Context: an optimization exercise on an open-source flow, tuned for small area, a short achievable clock period and few clock cycles per item. The choices shown serve that exercise and are no tape-out recipe.
The RTL was checked by simulation tests, not by an equivalence proof against the original design.

Design top, start of the top module:
module top ( x0_node0, x1_node0, x2_node0, x3_node0,
x0_node1, x1_node1, x2_node1, x3_node1,
x0_node2, x1_node2, x2_node2, x3_node2,
x0_node3, x1_node3, x2_node3, x3_node3,
w04, w14, w24, w34,
w05, w15, w25, w35,
w06, w16, w26, w36,
w07, w17, w27, w37,
w48, w58, w68, w78,
w49, w59, w69, w79,
out0_node0, out1_node0,
out0_node1, out1_node1,
out0_node2, out1_node2,
out0_node3, out1_node3,
in_ready,
out10_ready_node0, out11_ready_node0,
out10_ready_node1, out11_ready_node1,
out10_ready_node2, out11_ready_node2,
out10_ready_node3, out11_ready_node3,
clk);
export LEC_CHECK = 0
export CAP_MARGIN = 20
export CORE_MARGIN = 2
export CORE_UTILIZATION = 45
export PLACE_DENSITY = 0.6
export SETUP_SLACK_MARGIN = 3.5
export SLEW_MARGIN = 20
export SYNTH_HIERARCHICAL = 1
export SYNTH_MINIMUM_KEEP_SIZE = 0
export TNS_END_PERCENT = 20
create_clock -name core_clock -period 15.0 [get_ports {clk}]
standard.sh (not shown) runs the stock make flow with config.mk's settings and CLKGATE_MAP_FILE= SYNTH_SCRIPT=/design/flow/synth_recipe.tcl, a recipe that flattens the netlist after the stock synthesis.
==> flow/flow/run.sh <==
#!/bin/bash
# The standard layout (the standard.sh, standard synthesis unchanged), with the port
# buffers that placement inserts made plain buf_4 cells instead of the default
# delay buffer (clkdlybuf4s50_1). Every port still gets its own buffer.
set -euo pipefail
bash standard.sh 'BUFFER_PORTS_ARGS=-buffer_cell sky130_fd_sc_hd__buf_4' finish > make_finish.log 2>&1
Testbench counts at the start, summed over its fixed seeds: cycles 4,800, items 4,800.
Change:
Settings changed: SETUP_SLACK_MARGIN 3.5 to 4.2, TNS_END_PERCENT 20 to not set.
What happened: Setup slack improved by 0.41 ns; via count climbs by 4.0%; clock-buffer cell count drops by 2; cell area climbs by 8.2%; non-clock buffer count climbs by 410; cell count climbs by 3.0%; wire length climbs by 8.2%; global-route usage climbs by 1.9 points; core utilization climbs by 4.0 points.
Change:
Settings changed: CORE_UTILIZATION 45 to 60, PLACE_DENSITY 0.6 to 0.7, SETUP_SLACK_MARGIN 4.2 to 3.5.
The new run went through all stages and came out clean.
Design area decreases by a little under a tenth.
Wire length decreases by roughly a tenth.
Via count decreases by a few percent.
Worst setup slack is worse by 0.45 ns.
Hold slack is better by 0.025 ns.
Non-clock buffer count decreases by 389.
Flip-flop and latch count is unchanged.
Change:
Settings changed: CORE_UTILIZATION 60 to 45, PLACE_DENSITY 0.7 to 0.6, SETUP_SLACK_MARGIN 3.5 to 3.75.
Effect:
- sequential cell count stays the same
- final area rises by 2.4%
- fmax rises by 2.3%
- routed wire length rises by 9.1%
- die area rises by 33%
- sequential share of layout area falls by 0.13 points
- synthesized area stays the same
- first-iteration DRC count rises by 2.0%
- setup slack improves by 0.26 ns
- global-route usage falls by 9.1 points

---

Starting RTL as in the previous note.
Design top, start of the top module:
module top ( x0_node0, x1_node0, x2_node0, x3_node0,
x0_node1, x1_node1, x2_node1, x3_node1,
x0_node2, x1_node2, x2_node2, x3_node2,
x0_node3, x1_node3, x2_node3, x3_node3,
w04, w14, w24, w34,
w05, w15, w25, w35,
w06, w16, w26, w36,
w07, w17, w27, w37,
w48, w58, w68, w78,
w49, w59, w69, w79,
out0_node0, out1_node0,
out0_node1, out1_node1,
out0_node2, out1_node2,
out0_node3, out1_node3,
in_ready,
out10_ready_node0, out11_ready_node0,
out10_ready_node1, out11_ready_node1,
out10_ready_node2, out11_ready_node2,
out10_ready_node3, out11_ready_node3,
clk);
==> flow/config.mk <==
export PLATFORM = sky130hd
export DESIGN_NAME = top
export DESIGN_NICKNAME = top
export VERILOG_FILES = /design/flow/design.v
export SDC_FILE = /design/flow/constraint.sdc
export NUM_CORES = 4
export LEC_CHECK = 0
export CAP_MARGIN = 20
export CORE_MARGIN = 2
export CORE_UTILIZATION = 45
export GPL_ROUTABILITY_DRIVEN = 0
export PLACE_DENSITY = 0.75
export SETUP_SLACK_MARGIN = 3.5
export SLEW_MARGIN = 20
export SYNTH_HIERARCHICAL = 1
export SYNTH_MINIMUM_KEEP_SIZE = 0
==> flow/constraint.sdc <==
create_clock -name core_clock -period 15.0 [get_ports {clk}]
set_input_delay 3.0000 -clock core_clock [delete_from_list [all_inputs] [get_ports {clk}]]
set_output_delay 3.0000 -clock core_clock [all_outputs]
set_load 0.01 [all_outputs]
Scripts as last shown in full above: flow/flow/run.sh
The starting point ran to the end with no violations.
Testbench counts at the start, summed over its fixed seeds: cycles 4,800, items 4,800.
Change:
Settings changed: GPL_ROUTABILITY_DRIVEN 0 to default, PLACE_DENSITY 0.75 to 0.6.
What happened:
- fmax goes up slightly
- core utilization barely changes
- cell count stays flat
- design area stays flat
- synthesized cell count stays the same
- clock-buffer cell count grows by 3
- global-route usage went up by 2.6 points

==> static timing again, ports no longer ideal <==
In the flow no input, the clock included, has a driving cell. The finished layouts below were timed again as built, in two steps.
Step 1: set_driving_cell puts a clkbuf_16 on clk and a buf_2 on each other input, an assumption about the parent block.
Step 2 also shifts input and output timing later by t, the mid clock arrival at the registers, as if the neighbouring blocks saw the same clock.
a / b / c = ideal ports / drivers / drivers and shift; a / b = the first two.
run | shift t [ns] | setup slack, ns | worst setup path after step 2
the first run of note 1 | 0.724 | 3.619 / 3.526 / 3.140 | input to register
the second run of note 1 | 0.721 | 4.027 / 3.933 / 3.611 | input to register
the third run of note 1 | 0.692 | 3.582 / 3.493 / 3.286 | input to register
the fourth run of note 1 | 0.710 | 3.842 / 3.759 / 3.294 | input to register
the first run of note 2 | 0.726 | 3.546 / 3.452 / 3.138 | input to register
the second run of note 2 | 0.710 | 3.655 / 3.578 / 3.130 | input to register
After both steps setup and hold are still met in every run listed. For the fourth run of note 1, which loses most, drivers alone change the setup slack by -0.083 ns; drivers and shift together by -0.548 ns.
